What follows belongs to an exercise in optimizing a design on an open flow for small area; a production flow would make more cautious choices. Only simulation tests tie the RTL to the original design; equivalence was not proved. Power and IR drop assume default switching activity.

==> flow/design.v (outline; a module is shown in full before it is edited, if it fits) <==
// module top: 3209 lines
// module fa3: 4 lines
module top(
  input clk,
  input [7:0] sig,
  output signed [7:0] out_1M, out_3M
);
  // ...
==> flow/run.sh <==
#!/bin/bash
# synth_recipe.tcl (not shown) runs the flow's synth.tcl, then flattens the netlist and writes it again
# the make line also repeats each setting of config.mk as NAME=value (left out here)
make -C /OpenROAD-flow-scripts/flow DESIGN_CONFIG=/design/flow/config.mk WORK_HOME=/design/flow/orfs CLKGATE_MAP_FILE= SYNTH_SCRIPT=/design/flow/synth_recipe.tcl finish
==> flow/config.mk <==
export PLATFORM = sky130hd
export DESIGN_NAME = top
export DESIGN_NICKNAME = top
export VERILOG_FILES = /design/flow/design.v
export SDC_FILE = /design/flow/constraint.sdc
export NUM_CORES = 8
export LEC_CHECK = 0
export ABC_AREA = 1
export CAP_MARGIN = 20
export CORE_MARGIN = 2
export CORE_UTILIZATION = 60
export CTS_BUF_LIST = sky130_fd_sc_hd__clkbuf_2 sky130_fd_sc_hd__clkbuf_8
export GPL_TIMING_DRIVEN = 0
export PLACE_DENSITY = 0.7
export SLEW_MARGIN = 20
export SYNTH_HIERARCHICAL = 1
==> flow/constraint.sdc <==
create_clock -name core_clock -period 10.0 [get_ports {clk}]
set_input_delay 2.0000 -clock core_clock [delete_from_list [all_inputs] [get_ports {clk}]]
set_output_delay 2.0000 -clock core_clock [all_outputs]
set_load 0.01 [all_outputs]
==> impl_results.md, run 1 <==
* Result of the run: finished clean
* Total die area at between 200000 and 250000 um2
* Logic pwr share at 0%
* CP Data Required Time at 10.92 ns
* CTS tree: built
* Number of diodes at 7
* Depth of the worst register-to-register path at 20
* Well-Tap Cells at 2640
* Post-CTS Setup Repair Bufs at 0
* Share of synthesized cell area in full adder, half adder and majority cells at between 20% and 30%
* Global Route met2 Usage at slightly below 30%
* Gpl congestion at about 0.92
* P_seq at approximately 17 mW
* Critical path capture point: o3[7]
* Kind of end point of the critical path: register
* Start point of the worst min-delay path: x5[822]
* Number of instances in the synthesized netlist at a little over 6000
* Most common library cell in the layout ignoring fill and taps: dfxtp_1
* Portion of the clock cycle consumed by the worst path in the final layout at about nine tenths
* Clock network power consumption at 14.1 mW
* Number of warnings issued by yosys at 7
* Post-synth top area cell: dfxtp_1
* Measured slew at the worst slew-check pin at 0.4750 ns
* Post-Route Setup TNS at 0 ns
* Max reg flops at about 960
* Multi-input logic area at ~32000 um2
* Clock transition at path regs at 0.06 ns
* Delay of the slowest cell on the worst path at between 0.6 and 0.7 ns
* Number of logic inverters in the finished layout at roughly 160
* Clk Latency, worst-skew pair at ~1.1 ns
* Vias in the first global route at ~52000
* Group drawing the most power: sequential cells
* Worst path cell trace: fa_1, fa_1, fa_1, fa_1, inv_1, fa_1, fa_1, fa_1, fa_1, fa_1, fa_1, fa_1, fa_1, fa_1, fa_1, fa_1, fa_1, ha_1, xnor2_1, xor2_1
* Buf+Inv Stages, Crit Path at 1
* Sequential share of power at 55.2%
* Class of the most critical setup path: reg2reg
* Largest registers ranked by flip-flop count: x7 (958), x6 (952), x5 (946)
==> run 2: changes to the inputs <==
--- a/flow/config.mk
+++ b/flow/config.mk
@@ -11,3 +11,5 @@
 export CORE_UTILIZATION = 60
-export CTS_BUF_LIST = sky130_fd_sc_hd__clkbuf_2 sky130_fd_sc_hd__clkbuf_8
+export CTS_BUF_LIST = sky130_fd_sc_hd__clkbuf_8
+export CTS_CLUSTER_DIAMETER = 60
+export CTS_CLUSTER_SIZE = 18
 export GPL_TIMING_DRIVEN = 0
==> run 2 against run 1 <==
  * Sequential share of layout area is 4.2 points higher
  * Cell count is 7.5% lower
  * Largest power group unchanged
  * Non-clock buffer count stayed put
  * Still clean
  * Flip-flop and latch count stayed put
  * Clock power is 44% lower
  * Via count is 5.8% lower
  * Register-to-register slack worse by 0.02 ns
  * Clock skew is 0.011 ns higher
  * Utilization is 4.2 points lower
  * Critical path type unchanged
==> impl_results.md, run 2 <==
* Result of the run: finished clean (unchanged)
* Distinct cells, synth at 14 (unchanged)
* Largest net degree at the start of global routing at 19 (was 17)
* Maximum level of the CTS H-tree at 5 (was 6)
* Clock sink count at 4347 (unchanged)
* Multi-input logic area at 31640 um2 (unchanged)
* Sequential standard cell area at 87020 um2 (unchanged)
* Total detailed-routing wirelength at 181800 um (was 191200 um)
* Kind of launch point of the worst setup path: register (unchanged)
* Total die area at 202300 um2 (unchanged)
* Synthesized area per cell at 19.44 um2 (unchanged)
* Number of register bits inferred by synthesis at 4347 (unchanged)
* Layout overhead on the synthesized area at 6.894% (was 13.83%)
* Remaining number of nets flagged by the antenna check after routing at 0 (unchanged)
* Worst flop-to-flop path endpoint: o3[7] (unchanged)
* Largest registers ranked by flip-flop count: x7 (958), x6 (952), x5 (946) (unchanged)
* Post-Route Setup TNS at 0 ns (unchanged)
* Max-slew violations at 0 (unchanged)
* Initial Utilization at 60.40% (unchanged)
* Measured slew at the worst slew-check pin at 0.5312 ns (was 0.4750 ns)
* Routed vias/inst at 4.544 (was 4.463)
* Slowest stage cell, crit path: fa_1 (unchanged)
* Areal power density over the cells at 197.9 nW/um2 (was 231.9 nW/um2)
* Net count of the finished layout at 8049 (was 8383)
* Maximum clock skew at final layout at 0.1023 ns (was 0.09126 ns)
* Most area-consuming cells after synthesis: dfxtp_1 73%, fa_1 26%, inv_1 0.49% (unchanged)
* Maximum fanout along the worst path at 4 (unchanged)
* EDFF count, synth at 0 (unchanged)
* CTS tree: built (unchanged)
* Core box area at 197400 um2 (unchanged)
* Port-buffer cells at 21 (unchanged)
* Worst voltage drop across the vdd grid at 0.1443 mV (was 0.1757 mV)
* Static power due to leakage at 57.12 nW (was 61.70 nW)
* Slew Limit Headroom at 64.55% (was 68.25%)
* Filler Cells Inserted at 13670 (was 12810)
* Vias in the first global route at 47890 (was 51960)
* Overall die width at 449.8 um (unchanged)
* Die span in y at 449.8 um (unchanged)
* Cell mode on critical path: fa_1 (unchanged)
* Placed wire-length estimate after detailed placement at 138100 um (unchanged)
* Maximum clock frequency at 0.1091 GHz (was 0.1093 GHz)
* Via count at 41590 (was 44160)
* Router iterations before antenna repair at 7 (unchanged)
* Worst setup slack for register-to-register paths at 0.83 ns (was 0.85 ns)
* Portion of the clock cycle consumed by the worst path in the final layout at 91.69% (was 91.48%)
* Clk Latency, worst-skew pair at 1.09 ns (was 1.06 ns)
* Setup repair after global routing missed its margin: false (unchanged)
* Path type of the worst min-delay path: reg2reg (unchanged)
* Data arrival time at the worst-slack endpoint at 10.07 ns (about the same)
* Number of buffers created by CTS at 302 (was 636)
* Initial antenna violation count at 2 (was 3)
* CTS Hold Bufs at 0 (unchanged)
* Syn nets at 7724 (unchanged)
* Clock transition at path regs at 0.11 ns (was 0.06 ns)
* Register bank with the most flops: x7 (unchanged)
* Post-synth top area cell: dfxtp_1 (unchanged)
* Total GRT Usage at 19.16% (was 20.14%)
* Post-synthesis async set-or-reset flop share at 0% (unchanged)
* Global-route wire length before repair at 286200 um (was 302600 um)
* Core Util, Final at 64.57% (was 68.75%)
* # IOs at 25 (unchanged)
* Most common library cell in the layout ignoring fill and taps: dfxtp_1 (unchanged)
* Sequential fraction of the synthesis area at 72.98% (unchanged)
* Post-CTS Setup Repair Bufs at 0 (unchanged)
* Number of warnings issued by yosys at 7 (unchanged)
* Number of cells upsized or downsized after cts at 0 (unchanged)
* End point of the worst hold path: x5[569] (was x5[823])
* Max reg flops at 958 (unchanged)
* Cell area after layout at 127500 um2 (was 135700 um2)
* Violation count after the first detailed-route iteration at 2302 (was 2210)
* Synth Cell Area at 119200 um2 (unchanged)
* Top cells by count, synth: 4347 x dfxtp_1, 1548 x fa_1, 156 x inv_1 (unchanged)
* Area after DPL at 122800 um2 (unchanged)
* DRC at 0 (unchanged)
* Number of instances in the synthesized netlist at 6135 (unchanged)
* Number of maximum-capacitance violations at 0 (unchanged)
* Most frequent cells in the layout: 4347 x dfxtp_1, 1548 x fa_1, 314 x clkbuf_8, 164 x inv_1, 32 x ha_1 (was 4347 x dfxtp_1, 1548 x fa_1, 804 x clkbuf_8, 193 x clkbuf_2, 156 x inv_1)
* Startpoint of the most critical register-to-register path: x7[411] (unchanged)
* Class of the most critical setup path: reg2reg (unchanged)
* Worst path cell trace: fa_1, fa_1, fa_1, fa_1, inv_1, fa_1, fa_1, fa_1, fa_1, fa_1, fa_1, fa_1, fa_1, fa_1, fa_1, fa_1, fa_1, ha_1, xnor2_1, xor2_1 (unchanged)
* Delay of the slowest cell on the worst path at 0.68 ns (was 0.67 ns)
* Total chip power at 25.22 mW (was 31.48 mW)
* Commonest register cell after synthesis: dfxtp_1 (unchanged)
* Number of endpoints failing setup at the final stage at 0 (unchanged)
* Most instantiated library cell after synthesis: dfxtp_1 (unchanged)
* Root Driver: clkbuf_8 (unchanged)
* Overflow left after global routing at 0 (unchanged)
* Ratio of cells with drive above 1 in the final layout at 5.362% (was 15.12%)
* Kind of end point of the critical path: register (unchanged)
* Wire length per cell at 19.86 um (was 19.32 um)
* Start point of the worst min-delay path: x5[568] (was x5[822])
* Instance count along the most critical hold path at 0 (unchanged)
* Gpl congestion at 0.9247 (unchanged)
* CP Data Required Time at 10.90 ns (was 10.92 ns)
* Maximum count of clock buffers along a single path at 4 (unchanged)
* Final min period at 9.169 ns (was 9.148 ns)
* Final Hold Fails at 0 (unchanged)
* Standard-cell rows at 163 (unchanged)
* Depth of the worst register-to-register path at 20 (unchanged)
* Area share of the leading cell type in the synthesized netlist at 72.98% (unchanged)
run 2: changes by cell type in the layout (fill, tap and decap cells not counted), sizes merged:
cell      change
bufinv       -11
clkbuf      -683
clkinv       -40
clkinvlp     -14
diode         -4
inv           +9
run 2: layout make-up:
type,count,area share (%)
tap,2640,2.591
inverter,156,0.4594
clock inverter,39,0.2964
timing repair buffer,21,0.1649
multi-input combinational,1632,24.82
antenna,3,0.005890
sequential,4347,68.27
clock buffer,314,3.390
run 2: power by group:
group          total, mW  internal (mW)  switching, mW
Clock               7.86           2.95           4.91
Combinational    0.00186        0.00166       0.000174
Sequential          17.4           17.3         0.0121
run 2: worst max-delay path, delay by kind of cell, from the launching register on:
kind       cells  cell delay (ns)
fa+ha+maj     17             7.95
xor+xnor       2             0.55
flops          1             0.44
buf+inv        1             0.10
run 2: worst max-delay path by stage:
stage / end / cells after the start / startpoint / slack, ns
global placement: o3[7] / 20 / x7[411] / 0.82
global route: o3[7] / 20 / x7[411] / 0.64
floorplan: o3[7] / 20 / x7[411] / 2.00
detailed placement: o3[7] / 20 / x7[411] / 0.81
CTS: o3[7] / 20 / x7[411] / 0.81
finish: o3[7] / 20 / x7[411] / 0.83
run 2: logic make-up (layout without fill, tap and decap cells):
logic type / count (synthesis) / after routing / synth area share [%]
adder cells (fa/ha/maj): 1580 / 1580 / 26.32
AO/OA/AOI/OAI: 5 / 5 / 0.02517
XOR/XNOR: 5 / 5 / 0.03672
flip-flops: 4347 / 4347 / 72.98
buffers and inverters: 156 / 530 / 0.4911
AND/OR/NAND/NOR: 42 / 42 / 0.1448
other: 0 / 3 / 0
run 2: per-module statistics from Yosys, one instance, submodules excluded:
module,area [um2],flip-flops and latches
top,88260,4347
fa3,20.02,0
run 2: metal layers:
metal  part of all wire, %  GRT usage (%)  up-vias
li1                      -              -    19100
met1                    46          27.81    21450
met2                    43          27.69      729
met3                   7.0          6.038      314
met4                   3.1          6.339        0
met5                     0              0        -
run 2: per-stage QoR:
step | hold slack (ns) | cells | worst slack [ns]
2_1_floorplan | 0.3096 | 6135 | 2.000
3_3_place_gp | 0.3097 | 8796 | 0.8221
3_5_place_dp | 0.3121 | 8796 | 0.8145
4_1_cts | 0.2343 | 9149 | 0.8099
5_1_grt | 0.2357 | 9150 | 0.6401
6_report | 0.2447 | 9152 | 0.8311
==> run 3: changes to the inputs <==
--- a/flow/config.mk
+++ b/flow/config.mk
@@ -11,5 +11,3 @@
 export CORE_UTILIZATION = 60
-export CTS_BUF_LIST = sky130_fd_sc_hd__clkbuf_8
-export CTS_CLUSTER_DIAMETER = 60
-export CTS_CLUSTER_SIZE = 18
+export CTS_BUF_LIST = sky130_fd_sc_hd__clkbuf_4
 export GPL_TIMING_DRIVEN = 0
==> run 3 against run 2 <==
  * Still clean on timing, DRC and antenna
  * Wire length grew 5.4%
  * Flip-flop and latch count is the same
  * First-iteration DRC count shrank 11%
  * Critical path depth is the same
  * Worst setup slack gained 0.065 ns
  * Sequential share of layout area shrank 3.9 points
  * Global-route usage grew 1.1 points
  * Clock-buffer cell count grew 1153
  * Worst hold slack gained 0.0056 ns
  * Synthesized cell count is the same
  * Critical path type unchanged
  * Largest power group unchanged
==> impl_results.md, run 3 <==
* Ratio of cells with drive above 1 in the final layout at 19.52% (was 5.362%)
* Net count of the finished layout at 8714 (was 8049)
* Remaining number of nets flagged by the antenna check after routing at 0 (unchanged)
* Final hold slack at 0.2503 ns (was 0.2447 ns)
* Final Hold Fails at 0 (unchanged)
* Post-synth top area cell: dfxtp_1 (unchanged)
* Setup repair after global routing missed its margin: false (unchanged)
* Areal power density over the cells at 226.2 nW/um2 (was 197.9 nW/um2)
* Kind of end point of the critical path: register (unchanged)
* Start point of the worst min-delay path: x5[857] (was x5[568])
* Via count at 46270 (was 41590)
* Clk Latency, worst-skew pair at 1.46 ns (was 1.09 ns)
* Number of buffers created by CTS at 967 (was 302)
* Depth of the worst register-to-register path at 20 (unchanged)
* Data arrival time at the worst-slack endpoint at 10.42 ns (was 10.07 ns)
* Maximum clock frequency at 0.1098 GHz (was 0.1091 GHz)
* Global-route wire length before repair at 305900 um (was 286200 um)
* Worst flop-to-flop path endpoint: o3[7] (unchanged)
* Number of endpoints failing setup at the final stage at 0 (unchanged)
* Number of maximum-capacitance violations at 0 (unchanged)
* Number of cells upsized or downsized after cts at 0 (unchanged)
* Register bank with the most flops: x7 (unchanged)
* Synthesized area per cell at 19.44 um2 (unchanged)
* Maximum fanout along the worst path at 4 (unchanged)
* Placed wire-length estimate after detailed placement at 138100 um (unchanged)
* Maximum count of clock buffers along a single path at 4 (unchanged)
* Most instantiated library cell after synthesis: dfxtp_1 (unchanged)
* Max-slew violations at 0 (unchanged)
* # IOs at 25 (unchanged)
* Violation count after the first detailed-route iteration at 2047 (was 2302)
* End point of the worst hold path: x5[858] (was x5[569])
* Standard-cell rows at 163 (unchanged)
* Most common library cell in the layout ignoring fill and taps: dfxtp_1 (unchanged)
* Slew Limit Headroom at 55.90% (was 64.55%)
* Routed vias/inst at 4.411 (was 4.544)
* Number of warnings issued by yosys at 7 (unchanged)
* Area share of the leading cell type in the synthesized netlist at 72.98% (unchanged)
* Total detailed-routing wirelength at 191600 um (was 181800 um)
* Worst setup slack for register-to-register paths at 0.90 ns (was 0.83 ns)
* CTS tree: built (unchanged)
* Measured slew at the worst slew-check pin at 0.6615 ns (was 0.5312 ns)
* Total chip power at 30.57 mW (was 25.22 mW)
* Maximum level of the CTS H-tree at 6 (was 5)
* Total GRT Usage at 20.27% (was 19.16%)
* Largest net degree at the start of global routing at 23 (was 19)
* Syn nets at 7724 (unchanged)
* Most area-consuming cells after synthesis: dfxtp_1 73%, fa_1 26%, inv_1 0.49% (unchanged)
* Number of instances in the synthesized netlist at 6135 (unchanged)
* Router iterations before antenna repair at 5 (was 7)
* Result of the run: finished clean (unchanged)
* Port-buffer cells at 21 (unchanged)
* Final min period at 9.103 ns (was 9.169 ns)
* Total die area at 202300 um2 (unchanged)
* Die span in y at 449.8 um (unchanged)
* Wire length per cell at 18.26 um (was 19.86 um)
* Core Util, Final at 68.44% (was 64.57%)
* Gpl congestion at 0.9247 (unchanged)
* Path type of the worst min-delay path: reg2reg (unchanged)
* CTS Hold Bufs at 0 (unchanged)
* Startpoint of the most critical register-to-register path: x7[411] (unchanged)
* Initial Utilization at 60.40% (unchanged)
* Largest registers ranked by flip-flop count: x7 (958), x6 (952), x5 (946) (unchanged)
* Static power due to leakage at 62.03 nW (was 57.12 nW)
* Overall die width at 449.8 um (unchanged)
* Layout overhead on the synthesized area at 13.30% (was 6.894%)
* Maximum clock skew at final layout at 0.1661 ns (was 0.1023 ns)
* Most frequent cells in the layout: 4347 x dfxtp_1, 1548 x fa_1, 1467 x clkbuf_4, 157 x clkinv_1, 156 x inv_1 (was 4347 x dfxtp_1, 1548 x fa_1, 314 x clkbuf_8, 164 x inv_1, 32 x ha_1)
* Max reg flops at 958 (unchanged)
* Kind of launch point of the worst setup path: register (unchanged)
* Clock sink count at 4347 (unchanged)
* Sequential fraction of the synthesis area at 72.98% (unchanged)
* CP Data Required Time at 11.32 ns (was 10.90 ns)
* Root Driver: clkbuf_4 (was clkbuf_8)
* Initial antenna violation count at 5 (was 2)
* Core box area at 197400 um2 (unchanged)
* Post-synthesis async set-or-reset flop share at 0% (unchanged)
* EDFF count, synth at 0 (unchanged)
* Post-CTS Setup Repair Bufs at 0 (unchanged)
* Area after DPL at 122800 um2 (unchanged)
* Post-Route Setup TNS at 0 ns (unchanged)
* Clock transition at path regs at 0.07 ns (was 0.11 ns)
* Top cells by count, synth: 4347 x dfxtp_1, 1548 x fa_1, 156 x inv_1 (unchanged)
* Class of the most critical setup path: reg2reg (unchanged)
* Cell area after layout at 135100 um2 (was 127500 um2)
* Synth Cell Area at 119200 um2 (unchanged)
* Overflow left after global routing at 0 (unchanged)
* Number of register bits inferred by synthesis at 4347 (unchanged)
* Commonest register cell after synthesis: dfxtp_1 (unchanged)
* Portion of the clock cycle consumed by the worst path in the final layout at 91.03% (was 91.69%)
* DRC at 0 (unchanged)
* Worst voltage drop across the vdd grid at 0.1676 mV (was 0.1443 mV)
* Vias in the first global route at 54650 (was 47890)
* Distinct cells, synth at 14 (unchanged)
* Instance count along the most critical hold path at 0 (unchanged)
[run 3: per-stage QoR]
step           instances  setup slack [ns]
6_report           10490            0.8965
5_1_grt            10490            0.6944
4_1_cts            10480            0.8525
3_5_place_dp        8796            0.8145
3_3_place_gp        8796            0.8221
2_1_floorplan       6135             2.000
[run 3: cell type report]
cell class	count	area [um2]
well taps	2640	3303
flip-flops and latches	4347	87020
fillers	13260	62310
clock inverters	216	1308
clock buffers	1467	11010
inverters	156	585.6
multi-input cells	1632	31640
diodes	12	30.03
repair buffers	21	210.2
[run 3: how the worst max path moves through the flow]
stage	depth (start not counted)	startpoint	end	slack, ns
detailed placement	20	x7[411]	o3[7]	0.81
global route	20	x7[411]	o3[7]	0.69
CTS	20	x7[411]	o3[7]	0.85
global placement	20	x7[411]	o3[7]	0.82
floorplan	20	x7[411]	o3[7]	2.00
finish	20	x7[411]	o3[7]	0.90
[run 3: cell families after synthesis]
logic type      after synthesis  share of synthesized area, %
simple gates                 42                        0.1448
buf+inv                     156                        0.4911
xor+xnor                      5                       0.03672
fa+ha+maj                  1580                         26.32
compound gates                5                       0.02517
flops                      4347                         72.98
[run 3: worst max-delay path, cell delays in order, from the launching register on]
cell and delay (ns):
dfxtp_1 0.43, fa_1 0.49, fa_1 0.57, fa_1 0.65, fa_1 0.67, inv_1 0.10
fa_1 0.44, fa_1 0.47, fa_1 0.47, fa_1 0.50, fa_1 0.48, fa_1 0.39
fa_1 0.42, fa_1 0.52, fa_1 0.43, fa_1 0.41, fa_1 0.39, fa_1 0.39
ha_1 0.23, xnor2_1 0.17, xor2_1 0.38
[run 3: per-layer routing]
| metal | up-vias | track usage [%] | routed length, um |
|---|---|---|---|
| li1 | 21410 | - | - |
| met1 | 23540 | 27.60 | 85820 |
| met4 | 0 | 8.447 | 5885 |
| met5 | - | 0 | 0 |
| met3 | 325 | 7.904 | 14050 |
| met2 | 1002 | 29.29 | 85820 |
[run 3: power by group]
part / total [mW] / switching (mW) / internal, mW
Combinational: 0.00186 / 0.000173 / 0.00166
Sequential: 17.4 / 0.0123 / 17.4
Clock: 13.2 / 6.15 / 7.04
[run 3: Yosys stat by module (local to each module, per instance)]
module	flops+latches	area, um2	cells
top	4347	88260	4587
fa3	0	20.02	1
==> run 4: changes to the inputs <==
--- a/flow/config.mk
+++ b/flow/config.mk
@@ -11,3 +11,5 @@
 export CORE_UTILIZATION = 60
-export CTS_BUF_LIST = sky130_fd_sc_hd__clkbuf_4
+export CTS_BUF_LIST = sky130_fd_sc_hd__clkbuf_16
+export CTS_CLUSTER_DIAMETER = 80
+export CTS_CLUSTER_SIZE = 28
 export GPL_TIMING_DRIVEN = 0
==> run 4 against run 3 <==
  * Still clean on timing, DRC and antenna
  * Wire length down 5.4%
  * Clock power shrank 36%
  * Worst hold slack gained 0.053 ns
  * Largest cell class unchanged
  * Register-to-register slack worse by 0.05 ns
  * Via count decreased by 11%
  * Synthesized cell count did not move
  * Flip-flop and latch count is the same
  * Sequential share of layout area up 3.6 points
==> impl_results.md, run 4 <==
* Maximum clock skew at final layout at 0.07042 ns (was 0.1661 ns)
* Final min period at 9.158 ns (was 9.103 ns)
* Sequential share of power at 67.3% (was 56.8%)
* CTS Hold Bufs at 0 (unchanged)
* Portion of the clock cycle consumed by the worst path in the final layout at 91.58% (was 91.03%)
* P_int at 20.77 mW (was 24.40 mW)
* Static power due to leakage at 57.20 nW (was 62.03 nW)
* Maximum level of the CTS H-tree at 4 (was 6)
* Path type of the worst min-delay path: reg2reg (unchanged)
* Clock sink count at 4347 (unchanged)
* Filler Cells Inserted at 13590 (was 13260)
* Post-synthesis async set-or-reset flop share at 0% (unchanged)
* Number of buffers created by CTS at 182 (was 967)
* Core box area at 197400 um2 (unchanged)
* Placed wire-length estimate after detailed placement at 138100 um (unchanged)
* Most instantiated library cell after synthesis: dfxtp_1 (unchanged)
* Post-synth top area cell: dfxtp_1 (unchanged)
* Remaining number of nets flagged by the antenna check after routing at 0 (unchanged)
* Synth Cell Area at 119200 um2 (unchanged)
* Die span in y at 449.8 um (unchanged)
* Root Driver: clkbuf_16 (was clkbuf_4)
* DRC at 0 (unchanged)
* Sequential fraction of the synthesis area at 72.98% (unchanged)
* Port-buffer cells at 21 (unchanged)
* Initial antenna violation count at 2 (was 5)
* Max-slew violations at 0 (unchanged)
* Area share of the leading cell type in the synthesized netlist at 72.98% (unchanged)
* Via count at 40990 (was 46270)
* Measured slew at the worst slew-check pin at 0.5237 ns (was 0.6615 ns)
* Final Hold Fails at 0 (unchanged)
* Register bank with the most flops: x7 (unchanged)
* Kind of launch point of the worst setup path: register (unchanged)
* Clock transition at path regs at 0.11 ns (was 0.07 ns)
* Max reg flops at 958 (unchanged)
* Most area-consuming cells after synthesis: dfxtp_1 73%, fa_1 26%, inv_1 0.49% (unchanged)
* Power spent charging and discharging nets at 5.046 mW (was 6.164 mW)
* Most frequent cells in the layout: 4347 x dfxtp_1, 1548 x fa_1, 183 x clkbuf_16, 156 x inv_1, 32 x ha_1 (was 4347 x dfxtp_1, 1548 x fa_1, 1467 x clkbuf_4, 157 x clkinv_1, 156 x inv_1)
* Core Util, Final at 64.83% (was 68.44%)
* Setup repair after global routing missed its margin: false (unchanged)
* Result of the run: finished clean (unchanged)
* Slew Limit Headroom at 65.05% (was 55.90%)
* Number of register bits inferred by synthesis at 4347 (unchanged)
* Synthesized area per cell at 19.44 um2 (unchanged)
* Standard-cell rows at 163 (unchanged)
* Total detailed-routing wirelength at 181300 um (was 191600 um)
* Number of instances in the synthesized netlist at 6135 (unchanged)
* Number of endpoints failing setup at the final stage at 0 (unchanged)
* Net count of the finished layout at 7929 (was 8714)
* Number of warnings issued by yosys at 7 (unchanged)
* Vias in the first global route at 46870 (was 54650)
* CTS tree: built (unchanged)
* Maximum count of clock buffers along a single path at 3 (was 4)
* Distinct cells, synth at 14 (unchanged)
* Areal power density over the cells at 201.7 nW/um2 (was 226.2 nW/um2)
* Layout overhead on the synthesized area at 7.323% (was 13.30%)
* Ratio of cells with drive above 1 in the final layout at 3.543% (was 19.52%)
* EDFF count, synth at 0 (unchanged)
* Kind of end point of the critical path: register (unchanged)
* Syn nets at 7724 (unchanged)
* Clk Latency, worst-skew pair at 0.86 ns (was 1.46 ns)
* Fraction of power spent switching nets at 19.55% (was 20.17%)
* # IOs at 25 (unchanged)
* Routed vias/inst at 4.544 (was 4.411)
* Total die area at 202300 um2 (unchanged)
* Class of the most critical setup path: reg2reg (unchanged)
* Commonest register cell after synthesis: dfxtp_1 (unchanged)
* Global-route wire length before repair at 284200 um (was 305900 um)
* Data arrival time at the worst-slack endpoint at 9.89 ns (was 10.42 ns)
* Total GRT Usage at 19.04% (was 20.27%)
* Post-CTS Setup Repair Bufs at 0 (unchanged)
* Wire length per cell at 20.10 um (was 18.26 um)
* Number of cells upsized or downsized after cts at 0 (unchanged)
* Largest registers ranked by flip-flop count: x7 (958), x6 (952), x5 (946) (unchanged)
* Clk pwr share at 32.7% (was 43.2%)
* CP Data Required Time at 10.73 ns (was 11.32 ns)
* Gpl congestion at 0.9247 (unchanged)
* Logic pwr share at 0% (about the same)
* Router iterations before antenna repair at 5 (unchanged)
* Worst voltage drop across the vdd grid at 0.1973 mV (was 0.1676 mV)
* Maximum fanout along the worst path at 4 (unchanged)
* Total chip power at 25.82 mW (was 30.57 mW)
* Overall die width at 449.8 um (unchanged)
* Most common library cell in the layout ignoring fill and taps: dfxtp_1 (unchanged)
* Largest net degree at the start of global routing at 29 (was 23)
* Violation count after the first detailed-route iteration at 2246 (was 2047)
* Top cells by count, synth: 4347 x dfxtp_1, 1548 x fa_1, 156 x inv_1 (unchanged)
* Maximum clock frequency at 0.1092 GHz (was 0.1098 GHz)
* Initial Utilization at 60.40% (unchanged)
* Post-Route Setup TNS at 0 ns (unchanged)
* Number of maximum-capacitance violations at 0 (unchanged)
* Overflow left after global routing at 0 (unchanged)
[run 4: cell counts after synthesis]
No cell type changed its count.
[run 4: power by group through the flow]
stage,registers [mW],logic [mW],clock network (mW)
floorplan,17.8,0.0000195,0
global placement,17.8,0.00189,0
detailed placement,17.8,0.00189,0
CTS,17.4,0.00187,8.74
global route,17.4,0.00204,9.36
finish,17.4,0.00185,8.45
[run 4: per-module statistics from Yosys (local to each module, per instance)]
module / copies in the design / cells / flops+latches
fa3: 1548 / 1 / 0
top: 1 / 4587 / 4347
[run 4: metrics by stage]
stage	setup WS (ns)	hold WS [ns]	std cells	cell area, um2
3_3_place_gp	0.8221	0.3097	8796	122800
6_report	0.8423	0.3032	9021	128000
2_1_floorplan	2.000	0.3096	6135	119200
4_1_cts	0.7847	0.2985	9019	128000
5_1_grt	0.6244	0.3029	9020	128000
3_5_place_dp	0.8145	0.3121	8796	122800
[run 4: area by class of cell]
class | instances | area, um2 | share of cell area [%]
flip-flops and latches | 4347 | 87020 | 68.00
multi-input cells | 1632 | 31640 | 24.72
clock buffers | 183 | 4579 | 3.578
well taps | 2640 | 3303 | 2.581
clock inverters | 40 | 634.4 | 0.4957
inverters | 156 | 585.6 | 0.4575
repair buffers | 21 | 210.2 | 0.1642
diodes | 2 | 5.005 | 0.003911
[run 4: worst paths after layout]
path	startpoint	endpoint	slack [ns]	cells past startpoint
max	x7[411]	o3[7]	0.84	20
min	x5[501]	x5[502]	0.30	0
max reg2reg	x7[411]	o3[7]	0.84	20
min reg2reg	x5[501]	x5[502]	0.30	0
[run 4: cell families after synthesis]
logic type | after synthesis | share of synthesized area, %
AOI/OAI and AO/OA | 5 | 0.02517
adders and majority gates | 1580 | 26.32
xor gates and xnor gates | 5 | 0.03672
and+or+nand+nor | 42 | 0.1448
DFF | 4347 | 72.98
buffers and inverters | 156 | 0.4911
[run 4: worst max-delay path: stages (launching register included)]
cell and delay (ns):
dfxtp_1 0.44, fa_1 0.49, fa_1 0.57, fa_1 0.66
fa_1 0.66, inv_1 0.10, fa_1 0.44, fa_1 0.47
fa_1 0.47, fa_1 0.50, fa_1 0.48, fa_1 0.39
fa_1 0.42, fa_1 0.52, fa_1 0.43, fa_1 0.41
fa_1 0.40, fa_1 0.39, ha_1 0.23, xnor2_1 0.17
xor2_1 0.39
[run 4: routing by layer]
| metal | global-route usage, % | wire length [um] |
|---|---|---|
| met1 | 27.95 | 84410 |
| met2 | 27.89 | 79570 |
| met3 | 5.448 | 12010 |
| met4 | 5.699 | 5313 |
| met5 | 0 | 0 |

[static timing again, ports no longer ideal]
No port has a modelled driver above. Below, the same layouts with a new extraction and two added sets of constraints. Step 1: set_driving_cell puts a clkbuf_16 on clk and a buf_2 on each other input, an assumption about the parent block. Step 2, shift: input delay + t, output delay - t, t = (earliest + latest rising clock arrival at the registers) / 2. This alone moves slack from input paths to output paths. Three values: ideal, step 1, step 2; two values: the first two.
run	t (ns)	setup WS [ns]	slew at the worst register clock pin (ns)
run 1	1.095	0.852 / 0.852 / 0.852	0.07 / 0.07
run 2	1.114	0.831 / 0.831 / 0.831	0.12 / 0.12
run 3	1.450	0.897 / 0.897 / 0.897	0.09 / 0.09
run 4	0.909	0.842 / 0.842 / 0.842	0.11 / 0.11
After both steps setup and hold are still met in every run listed.
